What follows belongs to an exercise in optimizing a design on an open flow for small area, a short achievable clock period and few clock cycles; a production flow would make more cautious choices.
Function was checked by simulation only, so behaviour that the tests miss may differ from the original.
No activity file was given, so power comes from the tool's default toggle rates.

==> flow/design.v (outline; a module is shown in full before it is edited, if it fits) <==
// module MULT_MACRO: 24 lines
// module lane_s0: 888 lines
// module lane_s1: 110 lines
// module lane_s2: 49 lines
// module lane_acc: 79 lines
// module fa: 4 lines
// module ha: 4 lines
// module lane: 31 lines
// module ctrl: 74 lines
// module mvm: 62 lines
module mvm #(
    parameter NUM_OLANES = 8
)(
    input clk,
    input rst,
    output [7:0] o_vec_raddr,
    input  [63:0] i_vec_rdata,
    output [8:0] o_mat_raddr,
    input  [NUM_OLANES*64-1:0] i_mat_rdata,
    input i_start,
    input [7:0] i_vec_start_addr,
    input [8:0] i_vec_num_words,
    input [8:0] i_mat_start_addr,
    input [9:0] i_mat_num_rows_per_olane,
    output o_busy,
    output [NUM_OLANES*32-1:0] o_result,
    output o_valid
);
  // ...
==> flow/flow/run.sh <==
#!/bin/bash
# Layout: the standard flow (standard.sh, unchanged synthesis and steps),
# except that the input and output ports are buffered with plain buffers
# (buf_1, resized later by the flow as timing needs) instead of the delay-type
# buffer the placer picks by default.  make's full output goes to
# standard.log; each ORFS step keeps its own log under orfs/logs/.
set -uo pipefail
export BUFFER_PORTS_ARGS="-buffer_cell sky130_fd_sc_hd__buf_1"
bash standard.sh > standard.log 2>&1
status=$?
tail -n 40 standard.log
exit $status
==> flow/standard.sh <==
#!/bin/bash
# synth_recipe.tcl (not shown) runs the flow's synth.tcl, then flattens the netlist and writes it again
# the make line also repeats each setting of config.mk as NAME=value (left out here)
make -C /OpenROAD-flow-scripts/flow DESIGN_CONFIG=/design/flow/config.mk WORK_HOME=/design/flow/orfs CLKGATE_MAP_FILE= SYNTH_SCRIPT=/design/flow/synth_recipe.tcl "${@:-finish}"
==> flow/config.mk <==
export PLATFORM = sky130hd
export DESIGN_NAME = mvm
export DESIGN_NICKNAME = mvm
export VERILOG_FILES = /design/flow/design.v
export SDC_FILE = /design/flow/constraint.sdc
export NUM_CORES = 4
export LEC_CHECK = 0
export CAP_MARGIN = 20
export CORE_MARGIN = 2
export CORE_UTILIZATION = 50
export PLACE_DENSITY = 0.65
export SETUP_SLACK_MARGIN = 3.3
export SLEW_MARGIN = 20
export SYNTH_HIERARCHICAL = 1
export SYNTH_MINIMUM_KEEP_SIZE = 0
==> flow/constraint.sdc <==
create_clock -name core_clock -period 6.0 [get_ports {clk}]
set_input_delay 1.2000 -clock core_clock [delete_from_list [all_inputs] [get_ports {clk}]]
set_output_delay 1.2000 -clock core_clock [all_outputs]
set_load 0.01 [all_outputs]
==> results.json, run 1 <==
{
  "r2r_end": "lanes[1].lane_inst.acc[21]$_DFF_P_",
  "synthTopCellsByArea": "fa_1 46%, dfxtp_1 30%, nand2_1 7.4%",
  "yosysTopAreaCell": "fa_1",
  "inv_count": 497,
  "synth_simple_gate_area_share_pct": 12.6,
  "hold_depth": 0,
  "rows": 215,
  "path_depth": 11,
  "final_cells": 19700,
  "synth_xor_area_share_pct": 1.08,
  "comb_cell_power_mw": 77.3,
  "grt_max_degree": 76,
  "finalWorstSetupSlack_ns": 2.92,
  "end_kind": "flop",
  "yosysMostFrequentCell": "fa_1",
  "synth_cells": 13900,
  "hpwl_um": 494000,
  "drt-wirelength-per-cell_um": 31.4,
  "post-route-util_pct": 60.1,
  "tap_cells": 4557,
  "buffers": 1096,
  "startpoint_type": "flop",
  "die_area_um2": 349000,
  "clk_pin_slew_ns": 0.06,
  "slowest_delay_ns": 0.48,
  "avgSynthCellArea_um2": 12.3,
  "place_ws_ns": 1.78,
  "status": "finished clean",
  "wl_met3_um": 64100,
  "required_ns": 6.82,
  "via_count": 112000,
  "synthMuxAreaShare_pct": 0.0291,
  "yosysTopAreaCellShare_pct": 46.1,
  "ios": 890,
  "fillers": 27300,
  "setup_tns_ns": 0,
  "crit_path_end": "lanes[1].lane_inst.acc[21]$_DFF_P_",
  "grt_busiest_layer": "met2",
  "p_sw_share_pct": 42.4,
  "multi_input_area_share_pct": 61.4,
  "ctsResizeCount": 1519,
  "seqPwrFrac_pct": 24.3
}
Testbench counts, summed over its fixed seeds: cycles 28,922.
==> module lane_acc, before the edit <==
module lane_acc (
    input [40:0] x,
    input first,
    input [26:0] acc,
    output [26:0] nxt
);
wire [80:0] t;
assign t[0] = first | ~acc[0];
fa u0 (.a(x[0]), .b(x[1]), .c(t[0]), .s(t[1]), .co(t[2]));
assign t[3] = first | ~acc[1];
assign t[4] = ~(x[2] ^ t[3]);
assign t[5] = x[2] | t[3];
assign t[6] = first | ~acc[2];
assign t[7] = ~(x[3] ^ t[6]);
assign t[8] = x[3] | t[6];
assign t[9] = first | ~acc[3];
fa u1 (.a(x[4]), .b(x[5]), .c(t[9]), .s(t[10]), .co(t[11]));
assign t[12] = first | ~acc[4];
assign t[13] = ~(x[6] ^ t[12]);
assign t[14] = x[6] | t[12];
assign t[15] = first | ~acc[5];
assign t[16] = ~(x[7] ^ t[15]);
assign t[17] = x[7] | t[15];
assign t[18] = first | ~acc[6];
fa u2 (.a(x[8]), .b(x[9]), .c(t[18]), .s(t[19]), .co(t[20]));
assign t[21] = first | ~acc[7];
fa u3 (.a(x[10]), .b(x[11]), .c(t[21]), .s(t[22]), .co(t[23]));
assign t[24] = first | ~acc[8];
fa u4 (.a(x[12]), .b(x[13]), .c(t[24]), .s(t[25]), .co(t[26]));
assign t[27] = first | ~acc[9];
fa u5 (.a(x[14]), .b(x[15]), .c(t[27]), .s(t[28]), .co(t[29]));
assign t[30] = first | ~acc[10];
fa u6 (.a(x[16]), .b(x[17]), .c(t[30]), .s(t[31]), .co(t[32]));
assign t[33] = first | ~acc[11];
fa u7 (.a(x[18]), .b(x[19]), .c(t[33]), .s(t[34]), .co(t[35]));
assign t[36] = first | ~acc[12];
fa u8 (.a(x[20]), .b(x[21]), .c(t[36]), .s(t[37]), .co(t[38]));
assign t[39] = first | ~acc[13];
fa u9 (.a(x[22]), .b(x[23]), .c(t[39]), .s(t[40]), .co(t[41]));
assign t[42] = first | ~acc[14];
fa u10 (.a(x[24]), .b(x[25]), .c(t[42]), .s(t[43]), .co(t[44]));
assign t[45] = first | ~acc[15];
fa u11 (.a(x[26]), .b(x[27]), .c(t[45]), .s(t[46]), .co(t[47]));
assign t[48] = first | ~acc[16];
fa u12 (.a(x[28]), .b(x[29]), .c(t[48]), .s(t[49]), .co(t[50]));
assign t[51] = first | ~acc[17];
fa u13 (.a(x[30]), .b(x[31]), .c(t[51]), .s(t[52]), .co(t[53]));
assign t[54] = first | ~acc[18];
assign t[55] = ~(x[32] ^ t[54]);
assign t[56] = x[32] | t[54];
assign t[57] = first | ~acc[19];
assign t[58] = ~(x[33] ^ t[57]);
assign t[59] = x[33] | t[57];
assign t[60] = first | ~acc[20];
assign t[61] = ~(x[34] ^ t[60]);
assign t[62] = x[34] | t[60];
assign t[63] = first | ~acc[21];
assign t[64] = ~(x[35] ^ t[63]);
assign t[65] = x[35] | t[63];
assign t[66] = first | ~acc[22];
assign t[67] = ~(x[36] ^ t[66]);
assign t[68] = x[36] | t[66];
assign t[69] = first | ~acc[23];
assign t[70] = ~(x[37] ^ t[69]);
assign t[71] = x[37] | t[69];
assign t[72] = first | ~acc[24];
assign t[73] = ~(x[38] ^ t[72]);
assign t[74] = x[38] | t[72];
assign t[75] = first | ~acc[25];
assign t[76] = ~(x[39] ^ t[75]);
assign t[77] = x[39] | t[75];
assign t[78] = first | ~acc[26];
assign t[79] = ~(x[40] ^ t[78]);
assign t[80] = x[40] | t[78];
wire [26:0] s = {t[79], t[76], t[73], t[70], t[67], t[64], t[61], t[58], t[55], t[52], t[49], t[46], t[43], t[40], t[37], t[34], t[31], t[28], t[25], t[22], t[19], t[16], t[13], t[10], t[7], t[4], t[1]};
wire [26:0] c = {t[77], t[74], t[71], t[68], t[65], t[62], t[59], t[56], t[53], t[50], t[47], t[44], t[41], t[38], t[35], t[32], t[29], t[26], t[23], t[20], t[17], t[14], t[11], t[8], t[5], t[2], 1'b1};
wire [27:0] sum_p = {s, 1'b1} + {c, 1'b1};    
assign nxt = ~sum_p[27:1];
endmodule
==> module lane, before the edit <==
module lane (
    input clk,
    input [63:0] vin,
    input [63:0] m,
    input first_in,
    output [26:0] sum
);
reg  [63:0] v;
reg  first;
wire [143:0] y0;
reg  [143:0] r0;
wire [42:0] y1;
reg  [42:0] r1;
wire [40:0] y2;
reg  [40:0] r2;
wire [26:0] nxt;
reg  [26:0] acc;
lane_s0 s0 (.v(v), .m(m), .y(y0));
lane_s1 s1 (.x(r0), .y(y1));
lane_s2 s2 (.x(r1), .y(y2));
lane_acc sa (.x(r2), .first(first), .acc(acc), .nxt(nxt));
always @(posedge clk) begin
    v <= vin;
    first <= first_in;
    r0 <= y0;
    r1 <= y1;
    r2 <= y2;
    acc <= nxt;
end
assign sum = acc;
endmodule
==> run 2, diff against run 1 <==
--- a/flow/design.v
+++ b/flow/design.v
@@ -1073,78 +1073,53 @@
     input [40:0] x,
-    input first,
-    input [26:0] acc,
-    output [26:0] nxt
+    input first_nx,
+    input [26:0] fb,
+    output [26:0] nxt,
+    output [26:0] fb_nxt
 );
-wire [80:0] t;
-assign t[0] = first | ~acc[0];
-fa u0 (.a(x[0]), .b(x[1]), .c(t[0]), .s(t[1]), .co(t[2]));
-assign t[3] = first | ~acc[1];
-assign t[4] = ~(x[2] ^ t[3]);
-assign t[5] = x[2] | t[3];
-assign t[6] = first | ~acc[2];
-assign t[7] = ~(x[3] ^ t[6]);
-assign t[8] = x[3] | t[6];
-assign t[9] = first | ~acc[3];
-fa u1 (.a(x[4]), .b(x[5]), .c(t[9]), .s(t[10]), .co(t[11]));
-assign t[12] = first | ~acc[4];
-assign t[13] = ~(x[6] ^ t[12]);
-assign t[14] = x[6] | t[12];
-assign t[15] = first | ~acc[5];
-assign t[16] = ~(x[7] ^ t[15]);
-assign t[17] = x[7] | t[15];
-assign t[18] = first | ~acc[6];
-fa u2 (.a(x[8]), .b(x[9]), .c(t[18]), .s(t[19]), .co(t[20]));
-assign t[21] = first | ~acc[7];
-fa u3 (.a(x[10]), .b(x[11]), .c(t[21]), .s(t[22]), .co(t[23]));
-assign t[24] = first | ~acc[8];
-fa u4 (.a(x[12]), .b(x[13]), .c(t[24]), .s(t[25]), .co(t[26]));
-assign t[27] = first | ~acc[9];
-fa u5 (.a(x[14]), .b(x[15]), .c(t[27]), .s(t[28]), .co(t[29]));
-assign t[30] = first | ~acc[10];
-fa u6 (.a(x[16]), .b(x[17]), .c(t[30]), .s(t[31]), .co(t[32]));
-assign t[33] = first | ~acc[11];
-fa u7 (.a(x[18]), .b(x[19]), .c(t[33]), .s(t[34]), .co(t[35]));
-assign t[36] = first | ~acc[12];
-fa u8 (.a(x[20]), .b(x[21]), .c(t[36]), .s(t[37]), .co(t[38]));
-assign t[39] = first | ~acc[13];
-fa u9 (.a(x[22]), .b(x[23]), .c(t[39]), .s(t[40]), .co(t[41]));
-assign t[42] = first | ~acc[14];
-fa u10 (.a(x[24]), .b(x[25]), .c(t[42]), .s(t[43]), .co(t[44]));
-assign t[45] = first | ~acc[15];
-fa u11 (.a(x[26]), .b(x[27]), .c(t[45]), .s(t[46]), .co(t[47]));
-assign t[48] = first | ~acc[16];
-fa u12 (.a(x[28]), .b(x[29]), .c(t[48]), .s(t[49]), .co(t[50]));
-assign t[51] = first | ~acc[17];
-fa u13 (.a(x[30]), .b(x[31]), .c(t[51]), .s(t[52]), .co(t[53]));
-assign t[54] = first | ~acc[18];
-assign t[55] = ~(x[32] ^ t[54]);
-assign t[56] = x[32] | t[54];
-assign t[57] = first | ~acc[19];
-assign t[58] = ~(x[33] ^ t[57]);
-assign t[59] = x[33] | t[57];
-assign t[60] = first | ~acc[20];
-assign t[61] = ~(x[34] ^ t[60]);
-assign t[62] = x[34] | t[60];
-assign t[63] = first | ~acc[21];
-assign t[64] = ~(x[35] ^ t[63]);
-assign t[65] = x[35] | t[63];
-assign t[66] = first | ~acc[22];
-assign t[67] = ~(x[36] ^ t[66]);
-assign t[68] = x[36] | t[66];
-assign t[69] = first | ~acc[23];
-assign t[70] = ~(x[37] ^ t[69]);
-assign t[71] = x[37] | t[69];
-assign t[72] = first | ~acc[24];
-assign t[73] = ~(x[38] ^ t[72]);
-assign t[74] = x[38] | t[72];
-assign t[75] = first | ~acc[25];
-assign t[76] = ~(x[39] ^ t[75]);
-assign t[77] = x[39] | t[75];
-assign t[78] = first | ~acc[26];
-assign t[79] = ~(x[40] ^ t[78]);
-assign t[80] = x[40] | t[78];
-wire [26:0] s = {t[79], t[76], t[73], t[70], t[67], t[64], t[61], t[58], t[55], t[52], t[49], t[46], t[43], t[40], t[37], t[34], t[31], t[28], t[25], t[22], t[19], t[16], t[13], t[10], t[7], t[4], t[1]};
-wire [26:0] c = {t[77], t[74], t[71], t[68], t[65], t[62], t[59], t[56], t[53], t[50], t[47], t[44], t[41], t[38], t[35], t[32], t[29], t[26], t[23], t[20], t[17], t[14], t[11], t[8], t[5], t[2], 1'b1};
+wire [53:0] t;
+fa u0 (.a(x[0]), .b(x[1]), .c(fb[0]), .s(t[0]), .co(t[1]));
+assign t[2] = ~(x[2] ^ fb[1]);
+assign t[3] = x[2] | fb[1];
+assign t[4] = ~(x[3] ^ fb[2]);
+assign t[5] = x[3] | fb[2];
+fa u1 (.a(x[4]), .b(x[5]), .c(fb[3]), .s(t[6]), .co(t[7]));
+assign t[8] = ~(x[6] ^ fb[4]);
+assign t[9] = x[6] | fb[4];
+assign t[10] = ~(x[7] ^ fb[5]);
+assign t[11] = x[7] | fb[5];
+fa u2 (.a(x[8]), .b(x[9]), .c(fb[6]), .s(t[12]), .co(t[13]));
+fa u3 (.a(x[10]), .b(x[11]), .c(fb[7]), .s(t[14]), .co(t[15]));
+fa u4 (.a(x[12]), .b(x[13]), .c(fb[8]), .s(t[16]), .co(t[17]));
+fa u5 (.a(x[14]), .b(x[15]), .c(fb[9]), .s(t[18]), .co(t[19]));
+fa u6 (.a(x[16]), .b(x[17]), .c(fb[10]), .s(t[20]), .co(t[21]));
+fa u7 (.a(x[18]), .b(x[19]), .c(fb[11]), .s(t[22]), .co(t[23]));
+fa u8 (.a(x[20]), .b(x[21]), .c(fb[12]), .s(t[24]), .co(t[25]));
+fa u9 (.a(x[22]), .b(x[23]), .c(fb[13]), .s(t[26]), .co(t[27]));
+fa u10 (.a(x[24]), .b(x[25]), .c(fb[14]), .s(t[28]), .co(t[29]));
+fa u11 (.a(x[26]), .b(x[27]), .c(fb[15]), .s(t[30]), .co(t[31]));
+fa u12 (.a(x[28]), .b(x[29]), .c(fb[16]), .s(t[32]), .co(t[33]));
+fa u13 (.a(x[30]), .b(x[31]), .c(fb[17]), .s(t[34]), .co(t[35]));
+assign t[36] = ~(x[32] ^ fb[18]);
+assign t[37] = x[32] | fb[18];
+assign t[38] = ~(x[33] ^ fb[19]);
+assign t[39] = x[33] | fb[19];
+assign t[40] = ~(x[34] ^ fb[20]);
+assign t[41] = x[34] | fb[20];
+assign t[42] = ~(x[35] ^ fb[21]);
+assign t[43] = x[35] | fb[21];
+assign t[44] = ~(x[36] ^ fb[22]);
+assign t[45] = x[36] | fb[22];
+assign t[46] = ~(x[37] ^ fb[23]);
+assign t[47] = x[37] | fb[23];
+assign t[48] = ~(x[38] ^ fb[24]);
+assign t[49] = x[38] | fb[24];
+assign t[50] = ~(x[39] ^ fb[25]);
+assign t[51] = x[39] | fb[25];
+assign t[52] = ~(x[40] ^ fb[26]);
+assign t[53] = x[40] | fb[26];
+wire [26:0] s = {t[52], t[50], t[48], t[46], t[44], t[42], t[40], t[38], t[36], t[34], t[32], t[30], t[28], t[26], t[24], t[22], t[20], t[18], t[16], t[14], t[12], t[10], t[8], t[6], t[4], t[2], t[0]};
+wire [26:0] c = {t[51], t[49], t[47], t[45], t[43], t[41], t[39], t[37], t[35], t[33], t[31], t[29], t[27], t[25], t[23], t[21], t[19], t[17], t[15], t[13], t[11], t[9], t[7], t[5], t[3], t[1], 1'b1};
 wire [27:0] sum_p = {s, 1'b1} + {c, 1'b1};    
 assign nxt = ~sum_p[27:1];
+assign fb_nxt = sum_p[27:1] | {27{first_nx}};
 endmodule
@@ -1166,3 +1141,2 @@
 reg  [63:0] v;
-reg  first;
 wire [143:0] y0;
@@ -1173,3 +1147,4 @@
 reg  [40:0] r2;
-wire [26:0] nxt;
+wire [26:0] nxt, fb_nxt;
+reg  [26:0] fb;      
 reg  [26:0] acc;
@@ -1178,6 +1153,5 @@
 lane_s2 s2 (.x(r1), .y(y2));
-lane_acc sa (.x(r2), .first(first), .acc(acc), .nxt(nxt));
+lane_acc sa (.x(r2), .first_nx(first_in), .fb(fb), .nxt(nxt), .fb_nxt(fb_nxt));
 always @(posedge clk) begin
     v <= vin;
-    first <= first_in;
     r0 <= y0;
@@ -1186,2 +1160,3 @@
     acc <= nxt;
+    fb <= fb_nxt;
 end
==> run 2 against run 1 <==
Compared with the run above: now fails the layout checks on antenna violations; count of clock-buffer cells in the layout up 12; routed wire length up 3.0%; total power up 8.9%; flip-flop and latch count up 208; first-iteration DRC count up 14%; combinational power up 9.2%; via count up 3.1%; worst hold slack worse by 0.0047 ns; area after synthesis up 2.8%; non-clock buffer count down 26; cell count up 3.5%; critical path type unchanged; critical endpoint is now lanes[7].lane_inst.acc[25]$_DFF_P_; largest power group unchanged; highest routed layer unchanged.
==> results.json, run 2 <==
{
  "synth-seq-area-share_pct": 32.4,
  "insertion_delay_ns": 0.97,
  "yosysTopAreaCell": "fa_1",
  "finalPower_mw": 139,
  "drt_pre_antenna_iters": 5,
  "fin_skew_ns": 0.0677,
  "power_leakage_nw": 79.7,
  "drt-wirelength-per-cell_um": 31.2,
  "cts_sinks": 2846,
  "slowest_delay_ns": 0.46,
  "rows": 218,
  "fin_crit_ns": 2.97,
  "timing.final.crit_share_pct": 49.5,
  "end_kind": "flop",
  "drive_gt1_share_pct": 39.4,
  "placed_cell_area_um2": 193000,
  "synthArstFlopShare_pct": 0,
  "ys_ff_latch": 2846,
  "finalInstanceArea_um2": 211000,
  "yosysWarningCount": 9,
  "core-area_um2": 352000,
  "die_y_um": 599,
  "peakVddDrop_mv": 0.883,
  "yosysMostFrequentCell": "fa_1",
  "area_delta_synth_final_pct": 19.2,
  "die_area_um2": 358000,
  "top_register": "lanes.lane_inst.r0",
  "synthTopCellsByArea": "fa_1 45%, dfxtp_1 32%, nand2_1 7.5%",
  "avgSynthCellArea_um2": 12.3,
  "via_count": 115000,
  "cp_max_fo": 4,
  "die_w_um": 599,
  "violatedChecks": "antenna violations",
  "slowest_stage": "a221o_2",
  "critPathKind": "reg -> reg",
  "netlist_area_um2": 177000,
  "cap_violations": 0,
  "cts_tree": "built",
  "hpwl_um": 504000,
  "wl_um": 639000,
  "status": "failed layout checks",
  "grt_max_degree": 52,
  "hold_violations": 0,
  "top_regs": "lanes.lane_inst.r0: 1152 flops, lanes.lane_inst.v: 512 flops, lanes.lane_inst.r1: 344 flops",
  "synth_flop_cell": "dfxtp_1",
  "yosysTopAreaCellShare_pct": 44.8,
  "hp-class": "reg -> reg",
  "overflow": 0,
  "crit_path_cell_trace": "fa_2 > inv_2 > ha_4 > inv_2 > fa_2 > a21o_1 > a221o_2 > a221oi_4 > buf_12 > nor4_4 > o21a_1 > or2_1",
  "grt_pass1_vias": 122000,
  "drt_iter0_drc": 11000,
  "grt_pass1_wl_um": 894000,
  "setup_viol": 0,
  "nets": 20000,
  "required_ns": 6.83,
  "drc_errors": 0,
  "largest_reg_flops": 1152,
  "clock.fmax_mhz": 337,
  "grt_usage_pct": 36.0,
  "initial_core_util_pct": 50.2,
  "powerDensity_nw_per_um2": 662,
  "cts-root-buf": "clkbuf_16",
  "startpoint_type": "flop",
  "rsz0062_at_grt": "yes",
  "setup_tns_ns": 0,
  "clk_pin_slew_ns": 0.06,
  "place_ws_ns": 1.91,
  "htreeDepth": 5,
  "slew_headroom_pct": 16.1,
  "finalWorstSetupSlack_ns": 3.03,
  "via_per_inst": 5.63,
  "clockBufferDepth": 4,
  "ys_top_cells_by_count": "3960 x fa_1, 3542 x nand2_1, 2818 x dfxtp_1",
  "final_cell_mix": "2593 x nand2_1, 2549 x fa_2, 2381 x dfxtp_1",
  "ios": 890,
  "cts_buffers": 329,
  "maxSlewViolCount": 0,
  "final_common_cell": "nand2_1",
  "antenna_found_initial": 332,
  "ant_nets": 1,
  "port_buffers": 889,
  "synth_edf_count": 28,
  "netlist-cell-type-count": 62,
  "worstMarginPinSlew_ns": 1.26,
  "synth_cells": 14400,
  "arrival_ns": 3.80,
  "routabilityCongestion": 0.996,
  "post-route-util_pct": 59.8
}
==> run 2: cells by family after synthesis <==
family          after synthesis  share of synthesized area, %
flops                      2846                          32.4
buf+inv                    1357                          4.38
fa+ha+maj                  4310                          47.3
mux                          29                         0.164
simple gates               4875                          12.1
compound gates              751                          2.73
xor+xnor                    189                         0.936
other cells                   8                        0.0170
==> run 2: worst max-delay path: cells and delay by family (launching register included) <==
| family | cells | cell delay, ns |
|---|---|---|
| buf+inv | 3 | 0.29 |
| flops | 1 | 0.32 |
| simple gates | 2 | 0.26 |
| compound gates | 4 | 1.17 |
| fa+ha+maj | 3 | 0.84 |
==> run 2: timing repair <==
| action | in CTS | in global routing |
|---|---|---|
| hold buffers | 0 | 0 |
| endpoints found under the setup margin | 636 | 395 |
| setup buffers | 82 | 53 |
| resized for setup | 1046 | 616 |
| hold endpoints to repair | 0 | 0 |
| pin swaps | 129 | 144 |
==> run 2: final timing paths <==
check,from,endpoint,slack (ns),depth (start not counted)
min reg2reg,first_p[2]$_DFF_P_,first_p[3]$_DFF_P_,0.32,0
min,first_p[2]$_DFF_P_,first_p[3]$_DFF_P_,0.32,0
max reg2reg,lanes[7].lane_inst.fb[0]$_DFF_P_,lanes[7].lane_inst.acc[25]$_DFF_P_,3.03,12
max,lanes[7].lane_inst.fb[0]$_DFF_P_,lanes[7].lane_inst.acc[25]$_DFF_P_,3.03,12
==> run 2: power by group <==
part / total (mW) / switching (mW) / internal (mW)
Sequential: 33.3 / 4.69 / 28.6
Combinational: 84.4 / 46.4 / 38.1
Clock: 21.8 / 8.81 / 12.9
==> run 2: routing by layer <==
metal / wire length [µm] / part of all wire [%] / global-route usage, %
met1: 234000 / 37 / 44.9
met2: 288000 / 45 / 52.7
met3: 71200 / 11 / 11.7
met4: 45200 / 7.1 / 26.1
met5: 446 / 0.070 / 0
==> run 2: area by class of cell <==
cell class,count,area [µm²]
fill,28200,142000
inverter,577,2170
multi-input combinational,10200,126000
sequential,2846,57900
clock inverter,166,2450
tap,4730,5920
timing repair buffer,1070,5990
antenna,399,998
clock buffer,431,9270
==> run 2: Yosys stat by module (local to each module, per instance), excerpt <==
| module | cell area, µm² | cells | flip-flops and latches |
|---|---|---|---|
| lane_s0 | 2630 | 569 | 0 |
| mvm | 734 | 65 | 19 |
| lane | 6930 | 346 | 346 |
| ctrl | 2730 | 276 | 59 |
| lane_s1 | 22.5 | 3 | 0 |
| fa | 20.0 | 1 | 0 |
| lane_s2 | 292 | 45 | 0 |
==> run 2: per-stage QoR <==
| stage | hold slack (ns) | std cells |
|---|---|---|
| after floorplan | 0.310 | 14400 |
| after global placement | 0.310 | 19300 |
| after detailed placement | 0.312 | 19300 |
| after CTS | 0.319 | 20000 |
| after global routing | 0.330 | 20300 |
| final | 0.316 | 20400 |
Testbench counts of run 2, summed over its fixed seeds: cycles 28,922.
==> run 3, diff against run 2 <==
--- a/flow/design.v
+++ b/flow/design.v
@@ -1121,3 +1121,4 @@
 wire [26:0] c = {t[51], t[49], t[47], t[45], t[43], t[41], t[39], t[37], t[35], t[33], t[31], t[29], t[27], t[25], t[23], t[21], t[19], t[17], t[15], t[13], t[11], t[9], t[7], t[5], t[3], t[1], 1'b1};
-wire [27:0] sum_p = {s, 1'b1} + {c, 1'b1};    
+wire [27:0] sum_p;    
+cpa cpa_inst (.a({s, 1'b1}), .b({c, 1'b1}), .y(sum_p));
 assign nxt = ~sum_p[27:1];
@@ -1125,2 +1126,36 @@
 endmodule
+module cpa (
+    input [27:0] a,
+    input [27:0] b,
+    output [27:0] y
+);
+wire [27:0] p0 = a ^ b;
+wire [27:0] g0 = a & b;
+wire [27:0] g1, p1;
+assign g1[0:0] = g0[0:0];
+assign p1[0:0] = p0[0:0];
+assign g1[27:1] = g0[27:1] | (p0[27:1] & g0[26:0]);
+assign p1[27:1] = p0[27:1] & p0[26:0];
+wire [27:0] g2, p2;
+assign g2[1:0] = g1[1:0];
+assign p2[1:0] = p1[1:0];
+assign g2[27:2] = g1[27:2] | (p1[27:2] & g1[25:0]);
+assign p2[27:2] = p1[27:2] & p1[25:0];
+wire [27:0] g3, p3;
+assign g3[3:0] = g2[3:0];
+assign p3[3:0] = p2[3:0];
+assign g3[27:4] = g2[27:4] | (p2[27:4] & g2[23:0]);
+assign p3[27:4] = p2[27:4] & p2[23:0];
+wire [27:0] g4, p4;
+assign g4[7:0] = g3[7:0];
+assign p4[7:0] = p3[7:0];
+assign g4[27:8] = g3[27:8] | (p3[27:8] & g3[19:0]);
+assign p4[27:8] = p3[27:8] & p3[19:0];
+wire [27:0] g5, p5;
+assign g5[15:0] = g4[15:0];
+assign p5[15:0] = p4[15:0];
+assign g5[27:16] = g4[27:16] | (p4[27:16] & g4[11:0]);
+assign p5[27:16] = p4[27:16] & p4[11:0];
+assign y = p0 ^ {g5[26:0], 1'b0};
+endmodule
 module fa (input a, input b, input c, output s, output co);
==> run 3 against run 2 <==
Compared with the run above: now clean on timing, DRC and antenna; critical path type unchanged; largest cell class unchanged; die area is 1.6% higher; via count rose by 1.3%; highest routed layer unchanged; combinational power rose by 8.6%.
==> results.json, run 3 <==
{
  "holdBufCountCts": 0,
  "finalInstanceArea_um2": 215000,
  "seqCellArea_um2": 57900,
  "slowest_stage": "fa_2",
  "final_cell_mix": "2532 x fa_2, 2447 x nand2_1, 2356 x dfxtp_1",
  "crit_path_cell_trace": "fa_2 > ha_4 > o211ai_2 > a21oi_2 > o311a_4 > a31o_4 > and4b_1 > or4_4 > or2_1",
  "netlist-cell-type-count": 70,
  "drc_errors": 0,
  "yosysMostFrequentCell": "fa_1",
  "grt_pass1_wl_um": 890000,
  "drive_gt1_share_pct": 40.2,
  "netlist_area_um2": 180000,
  "cp_max_fo": 5,
  "grt_max_degree": 104,
  "rsz0062_at_grt": "yes",
  "nets": 20400,
  "rows": 220,
  "cts_buffers": 324,
  "ys_top_cells_by_count": "3960 x fa_1, 3406 x nand2_1, 2818 x dfxtp_1",
  "die_y_um": 604,
  "clkPwrFrac_pct": 14.6,
  "yosysTopAreaCell": "fa_1",
  "reg2reg_setup_slack_ns": 3.04,
  "ios": 890,
  "htreeDepth": 5,
  "yosysTopAreaCellShare_pct": 44.1,
  "p_sw_share_pct": 43.2,
  "worstMarginPinSlew_ns": 1.30,
  "synthArstFlopShare_pct": 0,
  "r2r_end": "lanes[3].lane_inst.fb[19]$_DFF_P_",
  "cts-root-buf": "clkbuf_16",
  "powerDensity_nw_per_um2": 681,
  "grt_pass1_vias": 125000,
  "synth_edf_count": 28,
  "internal-power_mw": 83.2,
  "top_regs": "lanes.lane_inst.r0: 1152 flops, lanes.lane_inst.v: 512 flops, lanes.lane_inst.r1: 344 flops",
  "slowest_delay_ns": 0.58,
  "largest_reg_flops": 1152,
  "required_ns": 6.82,
  "power.switching_mw": 63.3,
  "yosysWarningCount": 9,
  "cts_sinks": 2846,
  "initial_core_util_pct": 50.2,
  "hp-class": "reg -> reg",
  "maxSlewViolCount": 0,
  "synthTopCellsByArea": "fa_1 44%, dfxtp_1 31%, nand2_1 7.1%",
  "fin_crit_ns": 2.96,
  "clockBufferDepth": 4,
  "ys_ff_latch": 2846,
  "hold_end": "lanes[6].lane_inst.r2[31]$_DFF_P_",
  "placed_cell_area_um2": 196000,
  "seqPwrFrac_pct": 22.8,
  "synth-seq-area-share_pct": 31.9,
  "hold_depth": 0,
  "startpoint_type": "flop",
  "multi_input_area_um2": 130000,
  "insertion_delay_ns": 0.96,
  "top_register": "lanes.lane_inst.r0",
  "critPathKind": "reg -> reg",
  "setup_tns_ns": 0,
  "drt_pre_antenna_iters": 6,
  "avgSynthCellArea_um2": 12.2,
  "hpwl_um": 501000,
  "power_leakage_nw": 81.8,
  "hold_path.startpoint": "lanes[6].lane_inst.r1[42]$_DFF_P_",
  "fin_skew_ns": 0.0526,
  "grt_usage_pct": 35.0,
  "r2r-start": "lanes[3].lane_inst.r2[4]$_DFF_P_",
  "cts_tree": "built",
  "synth_cells": 14800,
  "overflow": 0,
  "peakVddDrop_mv": 0.719,
  "die_area_um2": 364000,
  "ant_nets": 0,
  "port_buffers": 889,
  "comb_power_share_pct": 62.6,
  "path_buf_inv": 0,
  "core-area_um2": 358000,
  "arrival_ns": 3.77,
  "routabilityCongestion": 0.993,
  "synth_flop_cell": "dfxtp_1",
  "antenna_found_initial": 285,
  "timing.final.crit_share_pct": 49.3,
  "setup_viol": 0,
  "final_common_cell": "fa_2",
  "r2r_cells": 9,
  "die_w_um": 604,
  "area_delta_synth_final_pct": 19.7,
  "status": "finished clean",
  "fillers": 28700,
  "end_kind": "flop",
  "via_per_inst": 5.60,
  "wl_um": 632000,
  "via_count": 117000,
  "hold_violations": 0,
  "drt_iter0_drc": 10300,
  "crit_family": "compound AO/OA/AOI/OAI gates",
  "drt-wirelength-per-cell_um": 30.3,
  "slew_headroom_pct": 13.1,
  "clk_pin_slew_ns": 0.06,
  "clock.fmax_mhz": 338,
  "cap_violations": 0
}
## run 3: final cells by class
class / instances / area share [%]
inverters: 825 / 1.45
well taps: 4773 / 2.78
repair buffers: 1081 / 2.83
diodes: 345 / 0.401
flip-flops and latches: 2846 / 26.9
clock buffers: 422 / 4.20
multi-input cells: 10400 / 60.3
clock inverters: 161 / 1.13
## run 3: metrics by stage
| stage | worst slack (ns) | utilization (%) | power [mW] | hold slack, ns | std cells |
|---|---|---|---|---|---|
| finish | 3.04 | 60.0 | 146 | 0.312 | 20800 |
| global route | 2.94 | 59.9 | 158 | 0.311 | 20700 |
| CTS | 3.06 | 59.0 | 141 | 0.308 | 20400 |
| detailed placement | 1.91 | 54.7 | 111 | 0.312 | 19800 |
| global placement | 1.91 | 54.7 | 109 | 0.310 | 19800 |
| floorplan | 2.67 | - | 86.4 | 0.310 | 14800 |
## run 3: how the worst max path moves through the flow
| stage | from | endpoint | slack (ns) | cells after the start |
|---|---|---|---|---|
| global placement | i_mat_rdata[194] | lanes[3].lane_inst.r0[10]$_DFF_P_ | 1.91 | 6 |
| floorplan | i_mat_rdata[64] | lanes[1].lane_inst.r0[10]$_DFF_P_ | 2.67 | 6 |
| global route | lanes[1].lane_inst.r2[1]$_DFF_P_ | lanes[1].lane_inst.fb[24]$_DFF_P_ | 2.94 | 11 |
| finish | lanes[3].lane_inst.r2[4]$_DFF_P_ | lanes[3].lane_inst.fb[19]$_DFF_P_ | 3.04 | 9 |
| CTS | lanes[3].lane_inst.r2[3]$_DFF_P_ | lanes[3].lane_inst.fb[16]$_DFF_P_ | 3.06 | 13 |
| detailed placement | i_mat_rdata[194] | lanes[3].lane_inst.r0[10]$_DFF_P_ | 1.91 | 6 |
## run 3: logic make-up (layout without fill, tap and decap cells)
group	after synthesis	after routing	share of synthesized area, %
other cells	16	449	0.0334
mux	21	21	0.117
buf+inv	1605	2489	4.97
xor+xnor	205	205	0.999
fa+ha+maj	4326	4326	46.6
simple gates	5003	5003	12.6
flops	2846	2846	31.9
compound gates	735	735	2.78
## run 3: worst register-to-register path, cell delays in order, from the launching register on
cell      delay (ns)
dfxtp_2         0.33
fa_2            0.58
ha_4            0.22
o211ai_2        0.08
a21oi_2         0.07
o311a_4         0.40
a31o_4          0.29
and4b_1         0.20
or4_4           0.43
or2_1           0.22
## run 3: power groups by stage
stage	Sequential (mW)	Combinational [mW]	Clock [mW]
global placement	33.5	75.6	0
global route	34.1	102	22.5
CTS	33.4	85.3	21.8
detailed placement	33.7	77.4	0
floorplan	32.5	53.9	0
finish	33.3	91.7	21.4
## run 3: Yosys stat by module, one instance, submodules excluded, excerpt
module    copies in the design  area, µm²
ha                           8       12.5
fa                        3952       20.0
lane                         8       6930
lane_acc                     8        636
lane_s1                      8       22.5
cpa                          8       1630
## run 3: routing by layer
metal | vias to the layer above | share of wire (%) | global-route usage [%]
met5 | - | 0.053 | 0.277
met4 | 54 | 8.2 | 27.8
met3 | 1801 | 10 | 10.3
met2 | 7275 | 46 | 52.1
met1 | 60800 | 36 | 42.6
li1 | 46800 | - | -
## run 3: what timing repair did
item,4_1_cts,5_1_grt
endpoints found under the setup margin,607,403
buffers inserted,91,71
pin swaps,214,191
resized for setup,1314,633
Testbench counts of run 3, summed over its fixed seeds: cycles 28,922.

## port drivers added, routing unchanged
The flow's constraints put no driver on any port. The routed layouts listed below were extracted and timed again, unchanged, in two steps. Step 1 assumes that a clkbuf_16 drives the clock port and a buf_2 every other input. Step 2 moves the port delays by t, midway between the first and last clock arrival at a register: inputs arrive t later, outputs are due t later. That takes back most of the time a late clock gives input paths. Slacks: no drivers / after step 1 / after step 2; pairs: no drivers / after step 1.
| run | shift t [ns] | setup slack, ns | latest minus earliest clock arrival (ns) | cell pins on the clock port's net |
|---|---|---|---|---|
| run 1 | 1.056 | 2.920 / 2.920 / 2.169 | 0.057 / 0.057 | 1 |
| run 2 | 1.067 | 3.032 / 3.032 / 2.073 | 0.081 / 0.080 | 1 |
| run 3 | 1.056 | 3.042 / 3.042 / 2.134 | 0.054 / 0.054 | 1 |
The setup slack of run 2, which loses most, moves by 0.000 ns with the drivers and by -0.959 ns with both steps.
